From an optimization exercise on the open Yosys and OpenROAD flow, aimed at small area and a short achievable clock period; shortcuts taken in it are not production practice.
No functional check of the RTL was part of any run shown here.
No activity file was given, so power comes from the tool's default toggle rates.

`flow/flow/run.sh`:
```
#!/bin/bash
# Layout flow: the standard flow (standard.sh), with two changes after
# the standard synthesis:
#  - the port buffers are plain buffers (buf_4) instead of the delay cells
#    buffer_ports picks by default;
#  - the delay cells are not used by repair, so no path gets a delay cell
#    as a buffer.
# Each step's output goes to a log of its own in this folder (ORFS also
# keeps its per-step logs under orfs/logs).
set -euo pipefail

bash standard.sh synth > synth.log 2>&1

export BUFFER_PORTS_ARGS="-buffer_cell sky130_fd_sc_hd__buf_4"
export DONT_USE_CELLS="sky130_fd_sc_hd__dlygate4sd1_1 sky130_fd_sc_hd__dlygate4sd2_1 sky130_fd_sc_hd__dlygate4sd3_1 sky130_fd_sc_hd__clkdlybuf4s15_1 sky130_fd_sc_hd__clkdlybuf4s15_2 sky130_fd_sc_hd__clkdlybuf4s18_1 sky130_fd_sc_hd__clkdlybuf4s18_2 sky130_fd_sc_hd__clkdlybuf4s25_1 sky130_fd_sc_hd__clkdlybuf4s25_2 sky130_fd_sc_hd__clkdlybuf4s50_1 sky130_fd_sc_hd__clkdlybuf4s50_2 sky130_fd_sc_hd__dlymetal6s2s_1 sky130_fd_sc_hd__dlymetal6s4s_1 sky130_fd_sc_hd__dlymetal6s6s_1"

bash standard.sh floorplan > floorplan.log 2>&1
bash standard.sh place > place.log 2>&1
bash standard.sh cts > cts.log 2>&1
bash standard.sh route > route.log 2>&1
bash standard.sh finish > finish.log 2>&1
```
`flow/standard.sh`:
```
#!/bin/bash
# synth_recipe.tcl (not shown) runs the flow's synth.tcl, then flattens the netlist and writes it again
# the make line also repeats each setting of config.mk as NAME=value (left out here)
make -C /OpenROAD-flow-scripts/flow DESIGN_CONFIG=/design/flow/config.mk WORK_HOME=/design/flow/orfs CLKGATE_MAP_FILE= SYNTH_SCRIPT=/design/flow/synth_recipe.tcl "${@:-finish}"
```
`flow/config.mk`:
```
export PLATFORM = sky130hd
export DESIGN_NAME = bist
export DESIGN_NICKNAME = bist
export VERILOG_FILES = /design/flow/design.v
export SDC_FILE = /design/flow/constraint.sdc
export NUM_CORES = 4
export LEC_CHECK = 0
export CAP_MARGIN = 20
export CORE_MARGIN = 2
export CORE_UTILIZATION = 40
export CTS_CLUSTER_DIAMETER = 80
export CTS_CLUSTER_SIZE = 24
export SETUP_SLACK_MARGIN = 2.3
export SLEW_MARGIN = 20
export SYNTH_HIERARCHICAL = 1
export SYNTH_MINIMUM_KEEP_SIZE = 0
export TNS_END_PERCENT = 0
```
`flow/constraint.sdc`:
```
create_clock -name core_clock -period 4.5 [get_ports {clk}]
set_input_delay 0.9000 -clock core_clock [delete_from_list [all_inputs] [get_ports {clk}]]
set_output_delay 0.9000 -clock core_clock [all_outputs]
set_load 0.01 [all_outputs]
```
`flow/design.v`:
```
module bist #(
  parameter int size   = 6,
  parameter int length = 8
) (
  input  logic              start,
  input  logic              rst,
  input  logic              clk,
  input  logic              csin,
  input  logic              rwbarin,
  input  logic              opr,
  input  logic [size-1:0]   address,
  input  logic [length-1:0] datain,
  output logic [length-1:0] dataout,
  output logic              fail
);
  logic             NbarT;              
  logic             nrm;                
  logic             nrm_l, nrm_h;       
  logic [9:0]       q;
  logic             cout;
  logic             wt;                 
  logic             endt;               
  logic             kt;                 
  logic [63:0][7:0] ram;                
  logic [7:0]       rd_n;               
  logic [7:0]       rd_t;               
  logic             s63;                
  function automatic logic [7:0] pattern(input logic [2:0] p);
    case (p)
      3'd0: pattern = 8'hAA;
      3'd1: pattern = 8'h55;
      3'd2: pattern = 8'hF0;
      3'd3: pattern = 8'h0F;
      3'd4: pattern = 8'h00;
      3'd5: pattern = 8'hFF;
      3'd6: pattern = 8'h33;
      default: pattern = 8'hCC;
    endcase
  endfunction
  logic [7:0] data_t;
  logic [7:0] d;
  logic       we;
  assign d  = nrm ? datain : data_t;
  assign we = wt | (nrm & csin & ~rwbarin);
  logic       mode_next, cout_next;
  logic [9:0] q_next, q_next1;
  always_comb begin
    if (rst) mode_next = 1'b0;
    else if (!NbarT) mode_next = start;
    else if (cout) mode_next = 1'b0;
    else mode_next = 1'b1;
    q_next    = NbarT ? q + 10'd1 : 10'd0;
    q_next1   = q_next + 10'd1;
    cout_next = NbarT && (q == 10'h3FF);
  end
  logic to_n, to_t;
  assign to_n = rst | endt | (nrm & ~start);
  assign to_t = ~rst & kt;
  logic gn, gt, byn, byt;
  assign gn  = ~we & to_n;
  assign gt  = ~we & to_t;
  assign byn = we & to_n;
  assign byt = we & to_t;
  logic [5:0] an;                       
  for (genvar k = 0; k < 6; k++) begin : g_lit
    inv u_an (.a(address[k]), .y(an[k]));
  end
  logic nrm_l_d, nrm_h_d;
  inv u_nl (.a(mode_next), .y(nrm_l_d));
  inv u_nh (.a(mode_next), .y(nrm_h_d));
  logic [5:0] qn;
  logic [7:0] tlo_n, thi_n;
  for (genvar k = 0; k < 6; k++) begin : g_qlit
    inv u_qn (.a(q[k]), .y(qn[k]));
  end
  for (genvar j = 0; j < 8; j++) begin : g_tdec
    nand4 u_tl (.a(NbarT), .b(j[0] ? q[0] : qn[0]), .c(j[1] ? q[1] : qn[1]),
                .d(j[2] ? q[2] : qn[2]), .y(tlo_n[j]));
    nand4 u_th (.a(NbarT), .b(j[0] ? q[3] : qn[3]), .c(j[1] ? q[4] : qn[4]),
                .d(j[2] ? q[5] : qn[5]), .y(thi_n[j]));
  end
  logic [7:0] mlo_n, mhi_n;             
  for (genvar j = 0; j < 8; j++) begin : g_match
    nand4 u_ml (.a(nrm_l), .b(j[0] ? address[0] : an[0]), .c(j[1] ? address[1] : an[1]),
                .d(j[2] ? address[2] : an[2]), .y(mlo_n[j]));
    nand4 u_mh (.a(nrm_h), .b(j[0] ? address[3] : an[3]), .c(j[1] ? address[4] : an[4]),
                .d(j[2] ? address[5] : an[5]), .y(mhi_n[j]));
  end
  logic [15:0] lo_r, lo_w;              
  logic       gn_n, gt_n, we_n;
  assign gn_n = ~gn;
  assign gt_n = ~gt;
  assign we_n = ~we;
  logic [7:0] hin, hit, hiw;
  for (genvar j = 0; j < 8; j++) begin : g_sel
    nand2 u_r0 (.a(mlo_n[j]), .b(tlo_n[j]), .y(lo_r[j]));
    nand2 u_r1 (.a(mlo_n[j]), .b(tlo_n[j]), .y(lo_r[8+j]));
    nand2 u_w0 (.a(mlo_n[j]), .b(tlo_n[j]), .y(lo_w[j]));
    nand2 u_w1 (.a(mlo_n[j]), .b(tlo_n[j]), .y(lo_w[8+j]));
    aoi21 u_hn (.a(mhi_n[j]), .b(thi_n[j]), .c(gn_n), .y(hin[j]));
    aoi21 u_ht (.a(mhi_n[j]), .b(thi_n[j]), .c(gt_n), .y(hit[j]));
    aoi21 u_hw (.a(mhi_n[j]), .b(thi_n[j]), .c(we_n), .y(hiw[j]));
  end
  logic [63:0] de, den;
  for (genvar w = 0; w < 64; w++) begin : g_de
    nand2 u_den (.a(hiw[w/8]), .b(lo_w[(w/32)*8 + w%8]), .y(den[w]));
    inv   u_de  (.a(den[w]), .y(de[w]));
  end
  logic [63:0][7:0] ram_d;
  for (genvar w = 0; w < 64; w++) begin : g_hold
    for (genvar b = 0; b < 8; b++) begin : g_bit
      hold u_h (.s(de[w]), .sn(den[w]), .d(d[b]), .q(ram[w][b]), .y(ram_d[w][b]));
    end
  end
  always_ff @(posedge clk) ram <= ram_d;
  logic [7:0] grp [0:7];
  for (genvar i = 0; i < 8; i++) begin : g_grp
    for (genvar b = 0; b < 8; b++) begin : g_bit
      ao8 u_ao (.s(lo_r[(i/4)*8 +: 8]),
                .m({ram[8*i+7][b], ram[8*i+6][b], ram[8*i+5][b], ram[8*i+4][b],
                    ram[8*i+3][b], ram[8*i+2][b], ram[8*i+1][b], ram[8*i][b]}),
                .y(grp[i][b]));
    end
  end
  logic [7:0] rn_next, rt_next, bn;
  always_comb begin
    bn = d & {8{byn}};
  end
  for (genvar b = 0; b < 8; b++) begin : g_rd
    ao8b u_n (.s(hin),
              .m({grp[7][b], grp[6][b], grp[5][b], grp[4][b],
                  grp[3][b], grp[2][b], grp[1][b], grp[0][b]}),
              .b(bn[b]), .y(rn_next[b]));
    ao8  u_t (.s(hit),
              .m({grp[7][b], grp[6][b], grp[5][b], grp[4][b],
                  grp[3][b], grp[2][b], grp[1][b], grp[0][b]}),
              .y(rt_next[b]));
  end
  always_ff @(posedge clk) begin
    NbarT <= mode_next;
    nrm   <= ~mode_next;
    q     <= q_next;
    cout  <= cout_next;
    wt    <= mode_next & ~q_next[6];
    endt  <= mode_next & cout_next;
    kt    <= mode_next & ~cout_next & q_next1[6];
    rd_n   <= rn_next;
    rd_t   <= rt_next;
    data_t <= pattern(q_next[9:7]);
    nrm_l  <= nrm_l_d;
    nrm_h  <= nrm_h_d;
    s63    <= byt;
  end
  logic [7:0] on, rd_t_n, w63_n;
  for (genvar b = 0; b < 8; b++) begin : g_out
    inv   u_i (.a(rd_t[b]), .y(rd_t_n[b]));
    nand2 u_w (.a(s63), .b(ram[63][b]), .y(w63_n[b]));
    nand3 u_a (.a(csin), .b(rwbarin), .c(rd_n[b]), .y(on[b]));
    nand3 u_o (.a(on[b]), .b(rd_t_n[b]), .c(w63_n[b]), .y(dataout[b]));
  end
  logic [7:0] test_out;                 
  assign test_out = rd_t | (ram[63] & {8{s63}});
  always_ff @(posedge clk) begin
    if (rst) fail <= 1'b0;
    else if (opr && NbarT && (rwbarin || q[6]) && (test_out != data_t)) fail <= 1'b1;
  end
endmodule
module inv (input logic a, output logic y);
  assign y = ~a;
endmodule
module aoi21 (input logic a, b, c, output logic y);
  assign y = ~((a & b) | c);
endmodule
module ao8 (
  input  logic [7:0] s,
  input  logic [7:0] m,
  output logic       y
);
  assign y = |(s & m);
endmodule
module ao8b (
  input  logic [7:0] s,
  input  logic [7:0] m,
  input  logic       b,
  output logic       y
);
  logic [3:0] x;
  aoi22  u_x0 (.a(s[0]), .b(m[0]), .c(s[1]), .d(m[1]), .y(x[0]));
  aoi22  u_x1 (.a(s[2]), .b(m[2]), .c(s[3]), .d(m[3]), .y(x[1]));
  aoi22  u_x2 (.a(s[4]), .b(m[4]), .c(s[5]), .d(m[5]), .y(x[2]));
  aoi221 u_x3 (.a(s[6]), .b(m[6]), .c(s[7]), .d(m[7]), .e(b), .y(x[3]));
  nand4  u_y  (.a(x[0]), .b(x[1]), .c(x[2]), .d(x[3]), .y(y));
endmodule
module aoi22 (input logic a, b, c, d, output logic y);
  assign y = ~((a & b) | (c & d));
endmodule
module aoi221 (input logic a, b, c, d, e, output logic y);
  assign y = ~((a & b) | (c & d) | e);
endmodule
module nand4 (input logic a, b, c, d, output logic y);
  assign y = ~(a & b & c & d);
endmodule
module and2 (input logic a, b, output logic y);
  assign y = a & b;
endmodule
module nand3 (input logic a, b, c, output logic y);
  assign y = ~(a & b & c);
endmodule
module hold (input logic s, sn, d, q, output logic y);
  assign y = (s & d) | (sn & q);
endmodule
module nand2 (input logic a, b, output logic y);
  assign y = ~(a & b);
endmodule
```
==> run_results.csv, run 1 <==
group,metric,value,unit
clock_tree,clock_tree.root_cell,"clkbuf_16",
power_and_ir_drop,internal-power,7460,µW
floorplan,die-width,232,µm
worst_setup_path,cp_capture_type,"register",
grt,first_global_vias,16800,
worst_setup_path,cp_slowest_cell,"nand4_1",
detailed_routing,drt_drc_violations_left,0,
layout,layout-drive-gt1-share,16.6,%
worst_setup_path,worstPathCellList,"buf_4, inv_1, nand4_1, buf_6, buf_8, nand2_8, a22oi_2, nand4_1, a22oi_1, nand4_1",
grt,grt_remaining_overflow,0,
power_and_ir_drop,power.share.clock,28.1,%
detailed_routing,vias,17900,
flow_run,cap_viol_max_count,0,
clock_tree,clk_latency,610,ps
layout,post-route-cell-area,24300,µm²
clock_tree,clock_sink_count,556,
synthesis,synth.top_cell.area_share,53.7,%
floorplan,die-height,232,µm
worst_setup_path,worstPathBufferInverterCount,4,
detailed_routing,dr.first_iter.drc_count,2041,
layout,most_common_library_cell_in_the_layout_ignoring_fill_and_taps,"dfxtp_1",
worst_setup_path,setup.worst_path.class,"input pin to register",
grt,grt_max_degree,39,
floorplan,floorplan.die_area,53600,µm²
floorplan,initial_utilization,40.4,%
detailed_routing,detail_route.vias_per_cell,6.67,
worst_setup_path,cpLargestDelayFamily,"simple AND/OR/NAND/NOR gates",
timing,layout_min_cycle_time,2350,ps
place,placedInstanceArea,22000,µm²
layout,area_growth,17.3,%
timing,worst_slack,2150,ps
layout,post-route-util,47.4,%
power_and_ir_drop,sequentialPowerShare,57.9,%
place,gp_congestion,0.945,
detailed_routing,drt_first_pass_iters,6,
floorplan,area_of_the_core_region,51300,µm²
synthesis,synth.lib_cells_used.distinct,44,
clock_tree,cts_buffer_depth,3,
timing,setup_total_negative_slack,0,ps
status,status,"finished clean",
clock_tree,worst_setup_hold_path_clk_slew,90,ps
layout,antenna_cells,0,
place,dpl.hpwl,47.5,mm
floorplan,io-pin-count,29,
place,portBuffers,28,
synthesis,avgSynthCellArea,11.2,µm²
timing,unrepaired_setup_endpoints_after_global_routing,"true",
synthesis,postSynthRegisterBits,556,
timing,slew-limit-headroom,44.0,%
synthesis,seq_area_frac_synth,53.7,%
synthesis,syn_nets,1869,
synthesis,synth_flop_cell,"dfxtp_1",
power_and_ir_drop,net_switching_power,2880,µW
grt,gr-usage-all-layers,26.0,%
synthesis,async_set_or_reset_flop_fraction_in_the_synthesized_netlist,0,%
timing,final-hold-violation-count,0,
power_and_ir_drop,power.combinational.fraction,14.0,%
detailed_routing,drt-total-wl,72.9,mm
timing,fin_skew,15.9,ps
layout,mostFrequentLayoutCells,"dfxtp_1, a22o_1, a22oi_1",
worst_setup_path,worst_setup_path_start_kind,"input pin",
timing,layout_worst_path_cycle_share,52.3,%
clock_tree,cts.hold.buffers_added,0,
worst_setup_path,required_worst_endpoint,4980,ps
power_and_ir_drop,vdd.ir_drop.worst,0.322,mV
synthesis,yosys.area.top_type,"dfxtp_1",
synthesis,yosys_warnings,8,
worst_setup_path,reg2reg_setup_slack,2170,ps
worst_setup_path,cp_data_arrival_time,2830,ps
clock_tree,htree_levels,1,
grt,grt_antenna_before_repair,0,
timing,fmax,425,MHz
synthesis,synth-edff-count,0,
power_and_ir_drop,p_leak,0.00976,µW
worst_setup_path,cpMostUsedCell,"nand4_1",
timing,drv_slew,0,
place,placement.setup.worst_slack,1220,ps
synthesis,post_synth_inst_count,1847,
layout,nNetsFinal,2015,
grt,grt_first_pass_wirelength,108,mm
floorplan,floorplan.rows,83,
power_and_ir_drop,power.switching_fraction,27.9,%
worst_setup_path,crit_path_max_fanout,8,
worst_setup_path,critical_path.max_stage_delay,380,ps
clock_tree,cts_tree,"yes",
clock_tree,cts_made_buffers,29,
min_path,worstHoldPathType,"register to register",
synthesis,syn_area,20700,µm²
synthesis,dominant_cells_by_area_after_synthesis,"dfxtp_1, a22o_1, a22oi_1",
timing,setup_violations,0,
timing,tightestPinTransition,840,ps
detailed_routing,detail_route.wl_per_cell,27.2,µm
power_and_ir_drop,total_power_density_per_cell_area,425,nW/µm²
detailed_routing,postRouteAntennaNets,0,
[layer usage]
| layer | up-vias | share of wire (%) | global-route usage, % |
|---|---|---|---|
| met5 | - | 0 | 0 |
| met1 | 8991 | 42 | 36.3 |
| met2 | 910 | 46 | 41.6 |
| met3 | 171 | 7.7 | 3.11 |
| li1 | 7826 | - | - |
| met4 | 0 | 3.9 | 8.89 |
[cell families after synthesis]
family,Yosys count,share of synthesized area [%]
AO/OA/AOI/OAI,877,35.8
XOR/XNOR,16,0.712
adder cells (fa/ha/maj),2,0.121
AND/OR/NAND/NOR,284,7.14
flip-flops,556,53.7
buffers and inverters,101,1.85
multiplexers,11,0.664
[repair_timing]
item,4_1_cts,5_1_grt
endpoints found under the setup margin,512,536
buffers inserted,37,40
gates cloned,0,2
resized for setup,87,82
pin swaps,25,48
endpoints found under the hold margin,0,0
[registers in the layout, indices dropped and copies added, names as in the netlist, 8 cells and up]
register / flops
rd_t: 8
ram: 512
rd_n: 8
q: 10
data_t: 8
[layout make-up]
type,instances,area [µm²]
Sequential cell,556,11100
Clock buffer,32,757
Multi-Input combinational cell,1192,10000
Timing Repair Buffer,117,1060
Clock inverter,9,83.8
Fill cell,4660,27000
Tap cell,680,851
Inverter,97,367
[cells in the mapped netlist (8+ instances only)]
cell,number
inv_1,95
a21oi_1,9
nor2b_1,10
a21oi_2,25
nor2_1,9
a221oi_2,8
nand3_1,23
nand2_1,108
a22oi_1,288
xor2_1,11
mux2_2,8
nand4_1,116
dfxtp_1,556
a22oi_2,24
a22o_1,512
[worst paths after layout]
check              startpoint          endpoint  cells past startpoint
max                address[1]   rd_t[6]$_DFF_P_                     10
min          ram[196]$_DFF_P_  ram[196]$_DFF_P_                      1
max reg2reg     NbarT$_DFF_P_   rd_n[0]$_DFF_P_                      9
min reg2reg  ram[196]$_DFF_P_  ram[196]$_DFF_P_                      1
[through the flow]
step / instances / power (µW) / hold WS, ps
global placement: 2563 / 7330 / 452
detailed placement: 2563 / 7350 / 453
floorplan: 1847 / 6810 / 440
global route: 2683 / 10700 / 490
finish: 2683 / 10300 / 479
CTS: 2641 / 10300 / 472
[power groups by stage]
stage	Sequential [µW]	Combinational [µW]	Clock, µW
finish	5990	1450	2900
global route	6050	1530	3120
CTS	5960	1360	2940
detailed placement	6050	1300	0
global placement	6060	1270	0
floorplan	5940	870	0
[Yosys stat by module, one instance, submodules excluded, excerpt]
module | flip-flops and latches | times used
ao8 | 0 | 72
aoi21 | 0 | 24
aoi22 | 0 | 24
aoi221 | 0 | 8
hold | 0 | 512
inv | 0 | 86
nand2 | 0 | 104
nand4 | 0 | 40
==> inputs of run 2 (changes only) <==
--- a/flow/config.mk
+++ b/flow/config.mk
@@ -14,4 +14,4 @@
 export SLEW_MARGIN = 20
 export SYNTH_HIERARCHICAL = 1
 export SYNTH_MINIMUM_KEEP_SIZE = 0
-export TNS_END_PERCENT = 0
+export TNS_END_PERCENT = 10
==> run_results.csv, run 2 <==
group,metric,value,unit
synthesis,synth-edff-count,0,
floorplan,area_of_the_core_region,51300,µm²
clock_tree,cts.hold.buffers_added,0,
place,dpl.hpwl,48.3,mm
synthesis,syn_nets,1869,
floorplan,io-pin-count,29,
layout,fillers,4661,
timing,fin_skew,20.2,ps
floorplan,floorplan.die_area,53600,µm²
synthesis,seq_area_frac_synth,53.7,%
worst_setup_path,cpLargestDelayFamily,"buffers and inverters",
worst_setup_path,required_worst_endpoint,3600,ps
worst_setup_path,cp_slowest_cell,"buf_6",
synthesis,post_synth_most_frequent_cells,"dfxtp_1, a22o_1, a22oi_1, nand4_1, nand2_1",
clock_tree,cts_buffer_depth,3,
clock_tree,worst_setup_hold_path_clk_slew,100,ps
synthesis,synth.lib_cells_used.distinct,44,
timing,unrepaired_setup_endpoints_after_global_routing,"true",
layout,most_common_library_cell_in_the_layout_ignoring_fill_and_taps,"dfxtp_1",
place,placement.setup.worst_slack,1210,ps
timing,setup_violations,0,
clock_tree,clock_tree.root_cell,"clkbuf_16",
synthesis,post_synth_inst_count,1847,
timing,drv_slew,0,
layout,nNetsFinal,2015,
synthesis,avgSynthCellArea,11.2,µm²
grt,grt_max_degree,41,
place,portBuffers,28,
layout,antenna_cells,0,
detailed_routing,detail_route.wl_per_cell,27.3,µm
grt,grt_antenna_before_repair,1,
clock_tree,cts_tree,"yes",
timing,worst_slack,2170,ps
detailed_routing,drt_drc_violations_left,0,
worst_setup_path,crit_path_max_fanout,9,
grt,grt_first_pass_wirelength,108,mm
synthesis,postSynthRegisterBits,556,
grt,first_global_vias,16700,
worst_setup_path,cp_capture_type,"output pin",
layout,layout-drive-gt1-share,17.1,%
place,post-place-cells,2564,
synthesis,syn_area,20700,µm²
synthesis,yosys_warnings,8,
timing,layout_min_cycle_time,2330,ps
clock_tree,clock_sink_count,556,
synthesis,synth.top_cell.area_share,53.7,%
timing,setup_total_negative_slack,0,ps
synthesis,yosys.area.top_type,"dfxtp_1",
min_path,worstHoldPathType,"register to register",
timing,tightestPinTransition,839,ps
clock_tree,clk_latency,620,ps
detailed_routing,dr.first_iter.drc_count,1807,
worst_setup_path,worstPathCellList,"buf_6, nand3_2, nand3_2, buf_4",
layout,max_ffs_per_register,512,
detailed_routing,drt_first_pass_iters,6,
synthesis,yosysMostFrequentCell,"dfxtp_1",
power_and_ir_drop,vdd.ir_drop.worst,0.326,mV
synthesis,async_set_or_reset_flop_fraction_in_the_synthesized_netlist,0,%
place,gp_congestion,0.929,
synthesis,dominant_cells_by_area_after_synthesis,"dfxtp_1, a22o_1, a22oi_1",
floorplan,floorplan.rows,83,
floorplan,die-height,232,µm
detailed_routing,vias,17800,
layout,layoutNonFillerInstCount,2684,
detailed_routing,detail_route.vias_per_cell,6.62,
layout,largest_register,"ram",
layout,largestRegisters,"ram x512, q x10",
detailed_routing,drt-total-wl,73.4,mm
worst_setup_path,worstPathBufferInverterCount,2,
worst_setup_path,critical_path.max_stage_delay,150,ps
floorplan,die-width,232,µm
timing,layout_worst_path_cycle_share,51.8,%
synthesis,synth_flop_cell,"dfxtp_1",
worst_setup_path,cp_data_arrival_time,1430,ps
timing,slew-limit-headroom,44.1,%
detailed_routing,postRouteAntennaNets,0,
grt,gr-usage-all-layers,26.1,%
clock_tree,htree_levels,1,
power_and_ir_drop,p_leak,0.00969,µW
layout,mostFrequentLayoutCells,"dfxtp_1, a22o_1, a22oi_1",
grt,grt_remaining_overflow,0,
timing,fmax,429,MHz
flow_run,cap_viol_max_count,0,
power_and_ir_drop,total_power_density_per_cell_area,431,nW/µm²
worst_setup_path,cpMostUsedCell,"nand3_2",
layout,area_growth,17.2,%
status,status,"finished clean",
floorplan,initial_utilization,40.4,%
worst_setup_path,worst_setup_path_start_kind,"input pin",
clock_tree,cts_made_buffers,29,
timing,final-hold-violation-count,0,
worst_setup_path,setup.worst_path.class,"input pin to output pin",
==> run 2: cell type report <==
class                           instances  area [µm²]  share of cell area [%]
Clock buffer                           33         771                    3.17
Sequential cell                       556       11200                    45.9
Tap cell                              680         851                    3.50
Multi-Input combinational cell       1192        9950                    41.0
Timing Repair Buffer                  117        1080                    4.47
Clock inverter                          9         110                   0.453
Inverter                               97         367                    1.51
==> run 2: power breakdown <==
part / switching [µW] / internal [µW]
combinational: 802 / 675
clock: 1680 / 1310
sequential: 436 / 5580
total: 2920 / 7560
==> run 2: path summary, 6_finish.rpt <==
kind,startpoint,endpoint,slack (ps),cells after the start
max,csin,dataout[0],2170,4
min,kt$_DFF_P_,s63$_DFF_P_,480,1
max reg2reg,NbarT$_DFF_P_,rd_n[6]$_DFF_P_,2290,7
min reg2reg,kt$_DFF_P_,s63$_DFF_P_,480,1
==> run 2: layer usage <==
layer	global-route usage, %	part of all wire, %	wire length, µm	up-vias
met1	37.1	44	32100	8853
li1	-	-	-	7821
met4	9.94	4.2	3070	2
met2	39.9	44	32100	909
met3	4.11	8.3	6080	188
met5	0	0.019	14	-
==> run 2: cells by family after synthesis <==
family	Yosys count	share of synthesized area [%]
flip-flops	556	53.7
buffers and inverters	101	1.85
adder cells (fa/ha/maj)	2	0.121
AND/OR/NAND/NOR	284	7.14
XOR/XNOR	16	0.712
multiplexers	11	0.664
AO/OA/AOI/OAI	877	35.8
==> run 2: repair_timing <==
action	4_1_cts	5_1_grt
gates resized for setup	97	46
endpoints found under the hold margin	0	0
cloned	0	2
pin swaps	36	35
endpoints found under the setup margin	536	528
buffers inserted	46	30
==> run 2: modules after synthesis, one instance, submodules excluded, excerpt <==
module | copies in the design | cell area, µm² | cells inside | flops+latches
nand4 | 40 | 6.26 | 1 | 0
aoi22 | 24 | 12.5 | 1 | 0
inv | 86 | 3.75 | 1 | 0
aoi21 | 24 | 8.76 | 1 | 0
bist | 1 | 12000 | 673 | 556
ao8 | 72 | 36.3 | 5 | 0
nand3 | 16 | 5.00 | 1 | 0
nand2 | 104 | 3.75 | 1 | 0
==> run 2: through the flow <==
step	hold WS, ps	area, µm²	total power (µW)	utilization [%]
finish	478	24300	10500	47.3
floorplan	440	20800	6810	-
CTS	466	23800	10400	46.4
global placement	452	22000	7340	42.9
detailed placement	453	22000	7370	42.9
global route	473	24300	10800	47.3
==> inputs of run 3 (changes only) <==
--- a/flow/config.mk
+++ b/flow/config.mk
@@ -10,8 +10,7 @@
 export CORE_UTILIZATION = 40
 export CTS_CLUSTER_DIAMETER = 80
 export CTS_CLUSTER_SIZE = 24
-export SETUP_SLACK_MARGIN = 2.3
+export SETUP_SLACK_MARGIN = 2.25
 export SLEW_MARGIN = 20
 export SYNTH_HIERARCHICAL = 1
 export SYNTH_MINIMUM_KEEP_SIZE = 0
-export TNS_END_PERCENT = 10
==> run_results.csv, run 3 <==
group,metric,value,unit
grt,grt_first_pass_wirelength,109,mm
detailed_routing,drt-total-wl,74.0,mm
layout,largestRegisters,"ram x512, q x10",
detailed_routing,drt_first_pass_iters,5,
worst_setup_path,critPathLaunch,"s63$_DFF_P_",
layout,area_growth,16.7,%
synthesis,yosys.area.top_type,"dfxtp_1",
worst_setup_path,cp_data_arrival_time,1390,ps
worst_setup_path,worst_setup_path_start_kind,"register",
layout,mostFrequentLayoutCells,"dfxtp_1, a22o_1, a22oi_1",
detailed_routing,postRouteAntennaNets,0,
timing,setup_violations,0,
synthesis,synth-edff-count,0,
power_and_ir_drop,total_power_density_per_cell_area,436,nW/µm²
timing,slew-limit-headroom,30.3,%
place,portBuffers,28,
timing,unrepaired_setup_endpoints_after_global_routing,"true",
power_and_ir_drop,net_switching_power,2940,µW
layout,nNetsFinal,2004,
synthesis,syn_area,20700,µm²
timing,fin_skew,20.4,ps
detailed_routing,detail_route.vias_per_cell,6.60,
synthesis,synth.lib_cells_used.distinct,44,
power_and_ir_drop,vdd.ir_drop.worst,0.315,mV
power_and_ir_drop,internal-power,7600,µW
floorplan,die-width,232,µm
synthesis,yosys_warnings,8,
detailed_routing,vias,17700,
synthesis,postSynthRegisterBits,556,
status,status,"finished clean",
floorplan,floorplan.rows,83,
worst_setup_path,required_worst_endpoint,3600,ps
grt,grt_antenna_before_repair,1,
clock_tree,cts_buffer_depth,3,
floorplan,die-height,232,µm
synthesis,post_synth_inst_count,1847,
timing,final-hold-violation-count,0,
power_and_ir_drop,sequentialPowerShare,56.9,%
power_and_ir_drop,p_leak,0.00967,µW
clock_tree,clk_latency,630,ps
power_and_ir_drop,power.share.clock,29.4,%
timing,drv_slew,0,
timing,hold_slack,478,ps
power_and_ir_drop,power.switching_fraction,27.9,%
clock_tree,clock_tree.root_cell,"clkbuf_16",
worst_setup_path,setup.worst_path.class,"register to output pin",
synthesis,async_set_or_reset_flop_fraction_in_the_synthesized_netlist,0,%
clock_tree,htree_levels,1,
detailed_routing,dr.first_iter.drc_count,2207,
synthesis,syn_nets,1869,
synthesis,synth_flop_cell,"dfxtp_1",
power_and_ir_drop,power.combinational.fraction,13.7,%
timing,setup_total_negative_slack,0,ps
synthesis,yosysMostFrequentCell,"dfxtp_1",
synthesis,avgSynthCellArea,11.2,µm²
layout,layoutNonFillerInstCount,2677,
clock_tree,cts_tree,"yes",
synthesis,post_synth_most_frequent_cells,"dfxtp_1, a22o_1, a22oi_1, nand4_1, nand2_1",
synthesis,seq_area_frac_synth,53.7,%
timing,layout_min_cycle_time,2290,ps
min_path,worstHoldStart,"ram[102]$_DFF_P_",
worst_setup_path,cp_capture_type,"output pin",
synthesis,dominant_cells_by_area_after_synthesis,"dfxtp_1, a22o_1, a22oi_1",
worst_setup_path,crit_path_max_fanout,13,
floorplan,initial_utilization,40.4,%
layout,largest_register,"ram",
layout,max_ffs_per_register,512,
place,post-place-cells,2565,
layout,most_common_library_cell_in_the_layout_ignoring_fill_and_taps,"dfxtp_1",
floorplan,io-pin-count,29,
min_path,worstHoldPathType,"register to register",
clock_tree,clock_sink_count,556,
floorplan,area_of_the_core_region,51300,µm²
grt,first_global_vias,17000,
clock_tree,cts_made_buffers,30,
floorplan,floorplan.die_area,53600,µm²
clock_tree,cts.hold.buffers_added,0,
place,dpl.hpwl,47.9,mm
timing,fmax,436,MHz
worst_setup_path,worst_r2r_startpoint,"nrm_l$_DFF_P_",
grt,grt_remaining_overflow,0,
timing,tightestPinTransition,1050,ps
clock_tree,worst_setup_hold_path_clk_slew,90,ps
place,gp_congestion,0.858,
flow_run,cap_viol_max_count,0,
grt,grt_max_degree,36,
detailed_routing,drt_drc_violations_left,0,
layout,layout-drive-gt1-share,15.4,%
timing,layout_worst_path_cycle_share,50.9,%
detailed_routing,detail_route.wl_per_cell,27.7,µm
grt,gr-usage-all-layers,26.4,%
synthesis,synth.top_cell.area_share,53.7,%
## run 3: cell count changes in the layout (fill, tap and decap cells not counted), sizes merged
| cell | delta |
|---|---|
| buf | -12 |
| clkinv | +3 |
| clkbuf | +1 |
| clkinvlp | -1 |
| diode | +1 |
| inv | +1 |
## run 3: critical path: stages, from the launching register on
cell and delay (ps):
dfxtp_4 400, nand2_1 90, nand3_2 120, buf_4 170
## run 3: per-stage QoR
stage / util, % / worst slack (ps) / instance area (µm²) / total power (µW)
after floorplan: - / 2180 / 20800 / 6810
after global placement: 42.9 / 1250 / 22000 / 7350
after CTS: 46.2 / 2200 / 23700 / 10500
final: 47.2 / 2210 / 24200 / 10500
after global routing: 47.2 / 2170 / 24200 / 10900
after detailed placement: 42.9 / 1290 / 22000 / 7370
## run 3: kinds of logic after synthesis
group / count (synthesis) / synth area share (%)
AOI/OAI and AO/OA: 877 / 35.8
DFF: 556 / 53.7
buffers and inverters: 101 / 1.85
adders and majority gates: 2 / 0.121
and+or+nand+nor: 284 / 7.14
muxes: 11 / 0.664
xor gates and xnor gates: 16 / 0.712
## run 3: per-module statistics from Yosys (local to each module, per instance), excerpt
module	area, µm²	cells	copies in the design	flip-flops and latches
inv	3.75	1	86	0
nand4	6.26	1	40	0
ao8	36.3	5	72	0
aoi221	15.0	1	8	0
nand3	5.00	1	16	0
aoi22	12.5	1	24	0
## run 3: timing repair
action,in CTS,in global routing
endpoints found under the setup margin,536,469
pin swaps,28,41
gates resized for setup,84,36
buffers inserted,29,34
cloned,0,2
## run 3: final timing paths
path         slack, ps  cells past startpoint          endpoint
max               2210                      3        dataout[4]
min                480                      1  ram[102]$_DFF_P_
max reg2reg       2260                      7   rd_n[5]$_DFF_P_
min reg2reg        480                      1  ram[102]$_DFF_P_
## run 3: metal layers
layer,vias up,share of wire [%],track usage [%]
li1,7798,-,-
met1,8909,43,37.2
met5,-,0,0
met4,0,4.1,10.0
met2,822,45,41.0
met3,146,8.1,3.72
## run 3: area by class of cell
cell class | count | area, µm²
Antenna cell | 1 | 2.50
Clock buffer | 34 | 807
Clock inverter | 12 | 136
Fill cell | 4726 | 27100
Inverter | 97 | 367
Multi-Input combinational cell | 1192 | 9890
Sequential cell | 556 | 11200
Tap cell | 680 | 851
Timing Repair Buffer | 105 | 982
## run 3: power by group through the flow
| stage | combinational [µW] | clock, µW | sequential [µW] |
|---|---|---|---|
| detailed placement | 1300 | 0 | 6070 |
| global route | 1530 | 3320 | 6060 |
| CTS | 1360 | 3140 | 5980 |
| floorplan | 872 | 0 | 5940 |
| global placement | 1270 | 0 | 6080 |
| finish | 1450 | 3100 | 6000 |
==> inputs of run 4 (changes only) <==
--- a/flow/config.mk
+++ b/flow/config.mk
@@ -10,7 +10,7 @@
 export CORE_UTILIZATION = 40
 export CTS_CLUSTER_DIAMETER = 80
 export CTS_CLUSTER_SIZE = 24
-export SETUP_SLACK_MARGIN = 2.25
+export SETUP_SLACK_MARGIN = 2.2
 export SLEW_MARGIN = 20
 export SYNTH_HIERARCHICAL = 1
 export SYNTH_MINIMUM_KEEP_SIZE = 0
==> run_results.csv, run 4 <==
group,metric,value,unit
clock_tree,htree_levels,1,
timing,slew-limit-headroom,37.2,%
worst_setup_path,worst_r2r_startpoint,"NbarT$_DFF_P_",
synthesis,post_synth_most_frequent_cells,"dfxtp_1, a22o_1, a22oi_1, nand4_1, nand2_1",
synthesis,yosys_warnings,8,
clock_tree,cts_tree,"yes",
place,dpl.hpwl,47.9,mm
layout,seqCellArea,11200,µm²
layout,fillers,4747,
layout,mostFrequentLayoutCells,"dfxtp_1, a22o_1, a22oi_1",
min_path,hold_depth,1,
clock_tree,clk_latency,610,ps
grt,first_global_vias,16700,
layout,layout-drive-gt1-share,15.6,%
synthesis,post_synth_inst_count,1847,
floorplan,io-pin-count,29,
synthesis,yosysMostFrequentCell,"dfxtp_1",
power_and_ir_drop,vdd.ir_drop.worst,0.277,mV
timing,layout_min_cycle_time,2300,ps
power_and_ir_drop,p_leak,0.00959,µW
synthesis,syn_area,20700,µm²
detailed_routing,drt_drc_violations_left,0,
worst_setup_path,worst_setup_path_start_kind,"register",
detailed_routing,drt-total-wl,72.5,mm
clock_tree,worst_setup_hold_path_clk_slew,100,ps
grt,grt_remaining_overflow,0,
detailed_routing,detail_route.vias_per_cell,6.62,
clock_tree,clock_tree.root_cell,"clkbuf_16",
floorplan,floorplan.die_area,53600,µm²
clock_tree,cts_buffer_depth,3,
timing,final-hold-violation-count,0,
layout,largest_register,"ram",
layout,post-route-util,46.9,%
detailed_routing,vias,17700,
floorplan,area_of_the_core_region,51300,µm²
layout,area_growth,16.1,%
grt,grt_antenna_before_repair,0,
worst_setup_path,reg2reg_setup_slack,2200,ps
detailed_routing,detail_route.wl_per_cell,27.1,µm
synthesis,synth.lib_cells_used.distinct,44,
min_path,worstHoldStart,"ram[86]$_DFF_P_",
synthesis,synth_flop_cell,"dfxtp_1",
timing,unrepaired_setup_endpoints_after_global_routing,"true",
layout,nNetsFinal,2006,
layout,largestRegisters,"ram x512, q x10",
floorplan,floorplan.rows,83,
worst_setup_path,cp_data_arrival_time,2790,ps
synthesis,dominant_cells_by_area_after_synthesis,"dfxtp_1, a22o_1, a22oi_1",
layout,max_ffs_per_register,512,
worst_setup_path,crit_path_max_fanout,32,
worst_setup_path,cp_slowest_cell,"dfxtp_2",
layout,most_common_library_cell_in_the_layout_ignoring_fill_and_taps,"dfxtp_1",
timing,tightestPinTransition,942,ps
synthesis,postSynthRegisterBits,556,
worst_setup_path,reg2regPathDepth,8,
detailed_routing,dr.first_iter.drc_count,1991,
layout,area_taken_by_multi_input_logic_gates,9860,µm²
power_and_ir_drop,total_power_density_per_cell_area,436,nW/µm²
timing,layout_worst_path_cycle_share,51.1,%
power_and_ir_drop,p_total,10500,µW
floorplan,initial_utilization,40.4,%
status,status,"finished clean",
detailed_routing,postRouteAntennaNets,0,
worst_setup_path,reg2reg_to,"rd_n[1]$_DFF_P_",
grt,gr-usage-all-layers,26.1,%
flow_run,cap_viol_max_count,0,
min_path,worstHoldPathType,"register to register",
place,gp_congestion,0.930,
synthesis,synth-edff-count,0,
place,post-place-cells,2565,
timing,setup_total_negative_slack,0,ps
worst_setup_path,required_worst_endpoint,4990,ps
grt,grt_max_degree,40,
timing,fmax,435,MHz
worst_setup_path,worstPathCellList,"buf_4, nand4_1, buf_12, nand2_8, a22oi_1, nand4_1, a22oi_2, nand4_1",
detailed_routing,drt_first_pass_iters,5,
place,portBuffers,28,
min_path,timing.hold.worst_endpoint,"ram[86]$_DFF_P_",
worst_setup_path,critical_path.max_stage_delay,430,ps
synthesis,async_set_or_reset_flop_fraction_in_the_synthesized_netlist,0,%
floorplan,die-width,232,µm
layout,layoutNonFillerInstCount,2673,
worst_setup_path,setup.worst_path.class,"register to register",
clock_tree,clock_sink_count,556,
worst_setup_path,cp_capture_type,"register",
timing,hold_slack,476,ps
synthesis,seq_area_frac_synth,53.7,%
synthesis,syn_nets,1869,
timing,setup_violations,0,
clock_tree,cts_made_buffers,29,
timing,drv_slew,0,
timing,fin_skew,21.4,ps
synthesis,avgSynthCellArea,11.2,µm²
synthesis,yosys.area.top_type,"dfxtp_1",
floorplan,die-height,232,µm
grt,grt_first_pass_wirelength,108,mm
worst_setup_path,cpMostUsedCell,"nand4_1",
synthesis,synth.top_cell.area_share,53.7,%
[run 4: cell counts after synthesis]
Identical to the previous run, type by type.
[run 4: logic make-up (layout without fill, tap and decap cells)]
| logic type | Yosys count | in the layout | synth area share, % |
|---|---|---|---|
| AO/OA/AOI/OAI | 877 | 877 | 35.8 |
| XOR/XNOR | 16 | 16 | 0.712 |
| adder cells (fa/ha/maj) | 2 | 2 | 0.121 |
| buffers and inverters | 101 | 246 | 1.85 |
| flip-flops | 556 | 556 | 53.7 |
| multiplexers | 11 | 11 | 0.664 |
| other | 0 | 1 | 0 |
| AND/OR/NAND/NOR | 284 | 284 | 7.14 |
[run 4: worst max path at each step]
stage / startpoint / to / slack [ps] / depth (start not counted)
after floorplan: rwbarin / rd_t[0]$_DFF_P_ / 2180 / 6
after global placement: address[2] / rd_t[1]$_DFF_P_ / 1050 / 7
after detailed placement: address[2] / rd_t[4]$_DFF_P_ / 1240 / 8
after CTS: nrm$_DFF_P_ / ram[73]$_DFF_P_ / 2120 / 3
after global routing: NbarT$_DFF_P_ / rd_n[2]$_DFF_P_ / 2140 / 9
final: NbarT$_DFF_P_ / rd_n[1]$_DFF_P_ / 2200 / 8
[run 4: layer usage]
layer / part of all wire [%] / global-route usage, % / wire length [µm] / vias up
li1: - / - / - / 7801
met1: 42 / 36.3 / 30700 / 8942
met2: 45 / 41.0 / 33000 / 790
met3: 7.6 / 3.21 / 5500 / 167
met4: 4.5 / 10.9 / 3280 / 0
met5: 0 / 0 / 0 / -
[run 4: critical path: cells and delay by family (launching register included)]
family,cells,cell delay (ps)
and+or+nand+nor,4,740
DFF,1,430
buffers and inverters,2,370
AOI/OAI and AO/OA,2,590
[run 4: area by class of cell]
cell class              instances  area share [%]
diodes                          1          0.0104
inverters                      97            1.52
clock inverters                 9           0.650
repair buffers                110            3.89
well taps                     680            3.54
flip-flops and latches        556            46.4
clock buffers                  30            3.07
multi-input cells            1190            41.0
[run 4: per-module statistics from Yosys (local to each module, per instance), a selection]
module / cells / flip-flops and latches / cell area [µm²]
aoi221: 1 / 0 / 15.0
ao8: 5 / 0 / 36.3
aoi22: 1 / 0 / 12.5
hold: 1 / 0 / 8.76
aoi21: 1 / 0 / 8.76
bist: 673 / 556 / 12000
inv: 1 / 0 / 3.75
nand4: 1 / 0 / 6.26
nand3: 1 / 0 / 5.00
nand2: 1 / 0 / 3.75
[run 4: per-stage QoR]
step / area, µm² / worst slack (ps)
global placement: 22000 / 1050
detailed placement: 22000 / 1240
global route: 24100 / 2140
floorplan: 20800 / 2180
finish: 24100 / 2200
CTS: 23600 / 2120
[run 4: repair_timing]
item	in CTS	in global routing
pin swaps	20	39
setup endpoints to repair	496	533
gates cloned	0	0
resized for setup	84	47
hold buffers	0	0
setup buffers	27	41
[run 4: power breakdown]
part           total [µW]  switching (µW)  internal, µW  leakage, µW
Combinational        1450             789           658      0.00459
Sequential           5990             414          5580      0.00456
Clock                3060            1680          1380     0.000440

==> what the ideal ports hide <==
How much do the figures lean on ideal ports? The routed layouts below were timed once more, with nothing changed but the port constraints. Step 1 sets driving cells, clkbuf_16 on the clock port and buf_2 on the other inputs (assumed; they add their load-dependent delay and slew). Step 2 moves the port delays by t, midway between the first and last clock arrival at a register: inputs arrive t later, outputs are due t later. That takes back most of the time a late clock gives input paths. a / b / c = ideal ports / drivers / drivers and shift; a / b = the first two.
run | shift t [ns] | setup slack, ns | cell pins on the clock port's net
run 1 | 0.649 | 2.148 / 2.139 / 1.514 | 1
run 2 | 0.663 | 2.170 / 2.132 / 1.666 | 1
run 3 | 0.669 | 2.208 / 2.151 / 1.593 | 1
run 4 | 0.654 | 2.202 / 2.164 / 1.669 | 1
After both steps setup and hold are still met in every run listed. The setup slack of run 1, which loses most, moves by -0.009 ns with the drivers and by -0.634 ns with both steps.
